Source: an optimization exercise on an open RTL-to-GDS flow (aim: small area, a short achievable clock period and few clock cycles). Production flows keep margins and buffers that such runs may drop.
Function was checked by simulation only, so behaviour that the tests miss may differ from the original.
No activity file was given, so power comes from the tool's default toggle rates.

File: design/flow/design.v
module regfile (
    input clk,
    input reset,
    input we,
    input [4:0] rd,
    input [31:0] wdata,
    input [4:0] rs1,
    input [4:0] rs2,
    output [31:0] rv1,
    output [31:0] rv2
);
    reg [31:0] bank [1:31];
    wire [31:0] wd = reset ? 32'd0 : wdata;
    wire [31:1] wr;                    
    wire [31:0] sel1, sel2;            
    integer i;
    always @(posedge clk)
        for (i = 1; i < 32; i = i + 1)
            if (reset | wr[i])
                bank[i] <= wd;
    assign sel1[0] = we & (rd == rs1) & (rd != 5'd0);
    assign sel2[0] = we & (rd == rs2) & (rd != 5'd0);
    genvar g, b;
    generate
        for (g = 1; g < 32; g = g + 1) begin : dec
            assign wr[g]   = we & (rd == g);
            assign sel1[g] = (rs1 == g) & ~wr[g];
            assign sel2[g] = (rs2 == g) & ~wr[g];
        end
        for (b = 0; b < 32; b = b + 1) begin : bits
            wire [31:0] col;
            assign col[0] = wdata[b];
            for (g = 1; g < 32; g = g + 1) begin : c
                assign col[g] = bank[g][b];
            end
            rdmux _m1 (.d(col), .s(sel1), .y(rv1[b]));
            rdmux _m2 (.d(col), .s(sel2), .y(rv2[b]));
        end
    endgenerate
endmodule
module rdmux (
    input  [31:0] d,
    input  [31:0] s,
    output y
);
    assign y = |(d & s);
endmodule
module cpu (
    input clk,
    input reset,
    output [31:0] iaddr,
    input [31:0] idata,
    output [31:0] daddr,
    input [31:0] drdata,
    output [31:0] dwdata,
    output [3:0] dwe
);
    reg  [31:0] pc_f;                  
    reg  [31:0] a_e, b_e;              
    reg  [11:0] x_e;                   
    reg         inc_e, dec_e;          
    reg  [4:0]  rd_e;
    reg  [2:0]  f3_e;
    reg  [3:0]  be_e;
    reg         redir_e, wen_e, load_e, pass_e, sub_e, sra_e;    
    wire [19:0] a_inc = a_e[31:12] + 20'd1;
    wire [19:0] a_dec = a_e[31:12] - 20'd1;
    wire [19:0] hi = inc_e ? a_inc : dec_e ? a_dec : a_e[31:12];
    wire [31:0] tgt = {hi, x_e};                         
    wire [31:0] pc = {redir_e ? (inc_e ? a_inc : dec_e ? a_dec : a_e[31:12]) : pc_f[31:12],
                      redir_e ? x_e : pc_f[11:0]};
    assign iaddr = pc;
    wire [4:0] rs1 = idata[19:15];
    wire [4:0] rs2 = idata[24:20];
    wire [2:0] f3  = idata[14:12];
    wire [4:0] opc   = idata[6:2];
    wire d_lui   = opc == 5'b01101;
    wire d_auipc = opc == 5'b00101;
    wire d_jal   = opc == 5'b11011;
    wire d_jalr  = opc == 5'b11001;
    wire d_br    = opc == 5'b11000;
    wire d_load  = opc == 5'b00000;
    wire d_store = opc == 5'b01000;
    wire d_opimm = opc == 5'b00100;
    wire d_op    = opc == 5'b01100;
    wire d_wen   = (d_lui | d_auipc | d_jal | d_jalr | d_load | d_opimm | d_op) & (idata[11:7] != 5'd0);
    wire d_pass  = d_lui | d_auipc | d_jal | d_jalr;
    wire d_sub   = (d_op & idata[30]) | (idata[14:13] == 2'b01);    
    wire d_sra   = idata[30];
    wire [31:0] imm_i = {{20{idata[31]}}, idata[31:20]};
    wire [31:0] imm_s = {{20{idata[31]}}, idata[31:25], idata[11:7]};
    wire [31:0] imm_u = {idata[31:12], 12'b0};
    wire [31:0] imm_j = {{12{idata[31]}}, idata[19:12], idata[20], idata[30:21], 1'b0};
    wire [31:0] imm_b = {{20{idata[31]}}, idata[7], idata[30:25], idata[11:8], 1'b0};
    wire [31:0] imm_f = ~opc[4] ? imm_u : (opc[1] ? imm_j : imm_b);    
    wire [31:0] res_e;
    wire [31:0] opa, opb;
    regfile _regfile (
        .clk(clk), .reset(reset),
        .we(wen_e), .rd(rd_e), .wdata(res_e),
        .rs1(rs1), .rs2(rs2), .rv1(opa), .rv2(opb)
    );
    wire [31:0] pc4  = pc + 32'd4;
    wire [31:0] fsum = pc + imm_f;                           
    wire [11:0] imm12 = d_store ? imm_s[11:0] : imm_i[11:0];
    wire [12:0] lsum = {1'b0, opa[11:0]} + {1'b0, imm12};   
    wire [11:0] asum = lsum[11:0];
    wire eq  = (opa == opb);
    wire ltu = (opa < opb);
    wire lt  = (opa[31] ^ opb[31]) ? opa[31] : ltu;
    reg  cond;
    always @(*) begin
        case (f3)
            3'b000:  cond = eq;
            3'b001:  cond = ~eq;
            3'b100:  cond = lt;
            3'b101:  cond = ~lt;
            3'b110:  cond = ltu;
            3'b111:  cond = ~ltu;
            default: cond = 1'b0;
        endcase
    end
    reg [3:0] be;
    always @(*) begin
        case (f3)
            3'b000:  be = 4'b0001 << asum[1:0];
            3'b001:  be = asum[0] ? 4'b0000 : (asum[1] ? 4'b1100 : 4'b0011);
            3'b010:  be = (asum[1:0] == 2'b00) ? 4'b1111 : 4'b0000;
            default: be = 4'b0000;
        endcase
    end
    wire [31:0] sdata = {f3[1] ? opb[31:24] : f3[0] ? opb[15:8] : opb[7:0],
                         f3[1] ? opb[23:16] : opb[7:0],
                         (f3[1] | f3[0]) ? opb[15:8] : opb[7:0],
                         opb[7:0]};
    always @(posedge clk) begin
        if (reset)
            pc_f <= 32'd0;
        else if (d_jal)
            pc_f <= fsum;
        else
            pc_f <= pc4;
        redir_e <= ~reset & (d_jalr | (d_br & cond));
        x_e     <= d_br ? fsum[11:0] : {asum[11:1], asum[0] & ~d_jalr};
        inc_e   <= ~d_br & lsum[12] & ~imm12[11];
        dec_e   <= ~d_br & ~lsum[12] & imm12[11];
        be_e    <= (d_store & ~reset) ? be : 4'b0000;
        a_e     <= d_br ? fsum : opa;
        b_e     <= d_store ? sdata :
                   d_op    ? opb :
                   (d_jal | d_jalr) ? pc4 :
                   d_lui   ? imm_u :
                   d_auipc ? fsum : imm_i;
        rd_e    <= idata[11:7];
        f3_e    <= f3;
        wen_e   <= d_wen & ~reset;
        load_e  <= d_load;
        pass_e  <= d_pass;
        sub_e   <= d_sub;
        sra_e   <= d_sra;
    end
    wire [32:0] s33 = {1'b0, a_e} + {1'b0, b_e ^ {32{sub_e}}} + {32'd0, sub_e};
    wire        altu = ~s33[32];
    wire        alt  = (a_e[31] ^ b_e[31]) ? a_e[31] : s33[31];
    wire        left = (f3_e == 3'b001);
    reg  [31:0] ra, rr;
    integer k;
    always @(*) for (k = 0; k < 32; k = k + 1) ra[k] = a_e[31 - k];
    wire [31:0] sin = left ? ra : a_e;
    wire [31:0] sr  = $signed({sra_e & ~left & a_e[31], sin}) >>> b_e[4:0];
    always @(*) for (k = 0; k < 32; k = k + 1) rr[k] = sr[31 - k];
    reg  [31:0] alu_out;
    always @(*) begin
        case (f3_e)
            3'b000: alu_out = s33[31:0];
            3'b001: alu_out = rr;
            3'b010: alu_out = {31'd0, alt};
            3'b011: alu_out = {31'd0, altu};
            3'b100: alu_out = a_e ^ b_e;
            3'b101: alu_out = sr;
            3'b110: alu_out = a_e | b_e;
            default: alu_out = a_e & b_e;
        endcase
    end
    wire [7:0]  lbyte = x_e[1] ? (x_e[0] ? drdata[31:24] : drdata[23:16])
                               : (x_e[0] ? drdata[15:8]  : drdata[7:0]);
    wire [15:0] lhalf = x_e[1] ? drdata[31:16] : drdata[15:0];
    reg  [31:0] ldata;
    always @(*) begin
        case (f3_e)
            3'b000:  ldata = {{24{lbyte[7]}}, lbyte};
            3'b001:  ldata = x_e[0] ? 32'd0 : {{16{lhalf[15]}}, lhalf};
            3'b010:  ldata = (x_e[1:0] == 2'b00) ? drdata : 32'd0;
            3'b100:  ldata = {24'd0, lbyte};
            3'b101:  ldata = x_e[0] ? 32'd0 : {16'd0, lhalf};
            default: ldata = 32'd0;
        endcase
    end
    assign res_e  = load_e ? ldata : pass_e ? b_e : alu_out;
    assign daddr  = {tgt[31:2], 2'b00};
    assign dwe    = be_e & {4{~reset}};
    assign dwdata = b_e;
endmodule
File: design/flow/constraint.sdc
create_clock -name core_clock -period 10.5 [get_ports {clk}]
set_input_delay 2.1000 -clock core_clock [delete_from_list [all_inputs] [get_ports {clk}]]
set_output_delay 2.1000 -clock core_clock [all_outputs]
set_load 0.01 [all_outputs]
File: design/flow/run.sh
#!/bin/bash
# synth_recipe.tcl (not shown) runs the flow's synth.tcl, then flattens the netlist and writes it again
# the make line also repeats each setting of config.mk as NAME=value (left out here)
make -C /OpenROAD-flow-scripts/flow DESIGN_CONFIG=/design/flow/config.mk WORK_HOME=/design/flow/orfs CLKGATE_MAP_FILE= SYNTH_SCRIPT=/design/flow/synth_recipe.tcl finish
File: design/flow/config.mk
export PLATFORM = sky130hd
export DESIGN_NAME = cpu
export DESIGN_NICKNAME = cpu
export VERILOG_FILES = /design/flow/design.v
export SDC_FILE = /design/flow/constraint.sdc
export NUM_CORES = 4
export LEC_CHECK = 0
export CAP_MARGIN = 20
export CORE_MARGIN = 2
export CORE_UTILIZATION = 45
export PLACE_DENSITY = 0.6
export SETUP_SLACK_MARGIN = 5
export SLEW_MARGIN = 20
export SYNTH_HIERARCHICAL = 1
export SYNTH_MINIMUM_KEEP_SIZE = 0
export TNS_END_PERCENT = 5
==> run summary <==
==> routing by layer <==
layer / part of all wire (%) / GRT usage, %
met1: 35 / 48.20
met2: 44 / 58.58
met3: 12 / 9.472
met4: 9.4 / 29.34
met5: 0.070 / 0.8547
==> worst min-delay path by stage <==
stage	to	slack (ns)	depth (start not counted)
2_1_floorplan	pc_f[0]	0.51	2
3_3_place_gp	pc_f[0]	0.55	2
3_5_place_dp	pc_f[0]	0.59	2
4_1_cts	pc_f[0]	0.61	2
5_1_grt	pc_f[0]	0.64	2
6_report	pc_f[0]	0.61	2
==> where the power goes <==
part	total, mW	switching [mW]	internal [mW]
clock network	4.16	1.81	2.35
logic	3.13	2.06	1.07
registers	5.85	0.374	5.47
total	13.1	4.24	8.89
==> placed cells by master, fill, tap and decap left out, drive strengths merged, types with 16 or more instances in the layout <==
cell           instances
xor2                  60
inv                  159
clkbuf               154
a21oi                236
clkdlybuf4s50        148
nand2                348
or2                   44
ha                   172
buf                  327
o21ai                188
a211oi                30
a31oi                 26
and3                  21
nand4                289
nand2b                24
o21a                  18
nor2b                 61
dfxtp                128
nor4                  27
mux4                  35
or4                   68
edfxtp               992
xnor2                 83
a21o                  49
nor3                  99
nor2                 187
a221oi                29
and2                  23
nand3                 47
o221ai                31
o31ai                 16
o211ai                32
clkinv                45
a22oi               1037
mux2i                 88
mux2                  23
o22ai                 27
==> Yosys cell counts, types with 20 or more instances <==
cell / instances / area (um^2)
a211oi_1: 30 / 225.2
a21o_1: 49 / 367.9
a21oi_1: 236 / 1181
a221oi_1: 29 / 254.0
a22oi_1: 973 / 7305
a22oi_2: 64 / 800.8
a31oi_1: 26 / 162.7
and2_1: 20 / 125.1
and3_1: 21 / 131.4
buf_2: 22 / 110.1
buf_4: 33 / 247.7
clkbuf_1: 142 / 533.0
dfxtp_1: 128 / 2562
edfxtp_1: 992 / 29790
ha_1: 172 / 2152
inv_1: 152 / 570.6
mux2_2: 22 / 247.7
mux2i_1: 87 / 870.8
mux4_2: 35 / 788.3
nand2_1: 348 / 1306
nand2b_1: 24 / 150.1
nand3_1: 47 / 235.2
nand4_1: 289 / 1808
nor2_1: 187 / 701.9
nor2b_1: 61 / 381.6
nor3_1: 99 / 495.5
nor4_1: 23 / 143.9
o211ai_1: 30 / 225.2
o21ai_0: 186 / 930.9
o221ai_1: 31 / 271.5
o22ai_1: 27 / 168.9
or2_2: 41 / 256.5
or4_1: 67 / 503.0
xnor2_1: 83 / 727.0
xor2_1: 60 / 525.5
==> Yosys stat by module (local to each module, per instance) <==
module	area [um^2]	cells	flip-flops and latches	copies in the design
cpu	18070	2503	128	1
regfile	31100	1228	992	1
rdmux	157.7	21	0	64
==> sequential cells by signal, summed over array words and instances (netlist names) <==
| signal | cells |
|---|---|
| pass_e | 1 |
| sra_e | 1 |
| a_e | 32 |
| be_e | 4 |
| x_e | 12 |
| rd_e | 5 |
| redir_e | 1 |
| pc_f | 32 |
| wen_e | 1 |
| f3_e | 3 |
| sub_e | 1 |
| b_e | 32 |
| dec_e | 1 |
| inc_e | 1 |
| load_e | 1 |
| _regfile.bank | 992 |
==> cell families after synthesis <==
kind of cell	Yosys count	synth area share, %
other cells	1	0.006328
simple gates	1294	11.51
buf+inv	374	2.639
flops	1120	54.59
compound gates	1822	22.15
fa+ha+maj	175	3.733
mux	146	3.260
xor+xnor	143	2.113
==> critical path, stage by stage <==
cell,delay (ns)
dlygate4sd2_1,0.67
buf_4,0.33
nand2b_2,0.34
nor3_4,0.07
buf_4,0.35
a22oi_2,0.24
nand4_1,0.52
or4_4,0.79
buf_4,0.17
ha_1,0.31
o21ai_0,0.09
nand2b_1,0.12
a21oi_2,0.19
nor2b_1,0.07
o21ai_1,0.11
a21oi_1,0.10
o31ai_2,0.35
nor2b_1,0.18
o211ai_1,0.10
==> per-stage QoR <==
step,power [mW],setup WS [ns],hold WS (ns),utilization (%)
5_1_grt,13.46,3.936,0.6375,53.94
2_1_floorplan,7.349,4.460,0.5052,-
4_1_cts,12.87,4.069,0.6082,53.17
3_3_place_gp,8.603,2.378,0.5479,49.25
6_report,13.13,3.889,0.6052,53.94
3_5_place_dp,8.644,2.430,0.5911,49.28
==> final cells by class <==
class,instances,area [um^2]
Clock buffer,150,3126
Fill cell,11310,60400
Antenna cell,7,17.52
Tap cell,1755,2196
Multi-Input combinational cell,3583,27180
Inverter,158,600.6
Sequential cell,1120,32380
Clock inverter,61,666.9
Timing Repair Buffer,495,4571
==> what timing repair did <==
item	4_1_cts	5_1_grt
setup endpoints to repair	296	85
resized for setup	164	112
buffers inserted	75	36
pin swaps	76	80
gates cloned	7	4
==> qor.txt <==
DR vias/cell: 7.102
Slew Limit Fails: 0
# IOs: 166
Peak VDD IR: 0.2035 mV
Hold_buf cts: 0
Post-DP HPWL: 181700 um
Die area: 134600 um^2
Power per standard cell area: 185.6 nW/um^2
Slew headroom: 19.70%
CP max FO: 32
Final hold vios: 0
Worst Setup EP: redir_e
Port bufs: 161
Residual DRC: 0
Max-Cap Viols: 0
Final setup vio count: 0
Post-Syn Instances: 5075
Vias: 52050
Final wirelength: 271000 um
Ys Warns: 9
Kind of critical path: input port to flip-flop
Chip Width: 366.9 um
Worst Hold Class: flip-flop to flip-flop
RSZ-0062 raised after global routing: yes
Reg2Reg Launch Point: f3_e[1]
Layout Nets: 5717
CTS root buffer: clkbuf_16
Area Overhead vs Synth: 19.35%
Die span in y: 366.9 um
DRT iter0 DRCs: 7912
H-tree depth: 3
Row count: 133
Clock latency on the worst-skew pair: 0.80 ns
Fin cells: 7329
WL per Instance: 36.98 um
Post-route clock skew: 0.08616 ns
Post-synthesis sequential area ratio: 54.59%
Number of flops mapped to enable cells by yosys: 992
First-pass GRT wire length: 371800 um
Final GP Congestion: 1.037
Max clock buf depth: 3
Crit path from: idata[18]
Total track usage: 38.83%
Cell Area, Placed: 64620 um^2
Period utilisation layout: 62.97%
Vias in the first global route: 48050
Setup TNS: 0 ns
Fmax: 151.3 MHz
Final ANT Viol Nets: 0
Drt first pass iters: 7
Critical path endpoint category: flip-flop
Initial Util: 45.19%
Core area: 131100 um^2
Status: timing/DRC/antenna clean
Initial antenna violation count: 12
HP Start: pc_f[0]
Worst path required time: 11.15 ns
CP arrival: 7.26 ns
Register-to-Register Setup Slack: 3.98 ns
Grt ovf: 0
Worst R2R End: redir_e
Top_reg_cell synth: edfxtp_1
Post-Place Cells: 6985
Post-synth cell types: 96
Synthesized area: 59260 um^2
Pleak: 25.06 nW
Async set or reset register ratio after synthesis: 0%
Largest net degree at the start of global routing: 54
Total CTS buffers: 118
CTS tree: done
Actual slew at the worst max-slew pin: 1.205 ns
Clk sinks: 1120
Design Area, Final: 70730 um^2
Layout cells sized above 1: 17.57%
Min Tclk post-route: 6.611 ns
R2r worst-path depth: 27
Flop and latch count out of synthesis: 1120
Avg Cell Area, Syn: 11.68 um^2
Critical Path Start Type: input port
Clock slew at reported path FFs: 0.06 ns
Testbench counts, summed over its fixed seeds: cycles 115,251.

[separate check: timing with driven ports]
Ports are ideal in the flow. The routed layout listed here was re-timed in OpenROAD.
Step 1: set_driving_cell puts a clkbuf_16 on clk and a buf_2 on each other input, an assumption about the parent block.
Step 2 also shifts input and output timing later by t, the mid clock arrival at the registers, as if the neighbouring blocks saw the same clock.
Three values: ideal, step 1, step 2; two values: the first two.
shift t [ns]: 0.837
slack for setup (ns): 3.889 / 3.952 / 3.115
worst slew at a driven data input, ns: 0.16
After both steps setup and hold are still met in this run. For this run, drivers alone change the setup slack by +0.063 ns; drivers and shift together by -0.774 ns.
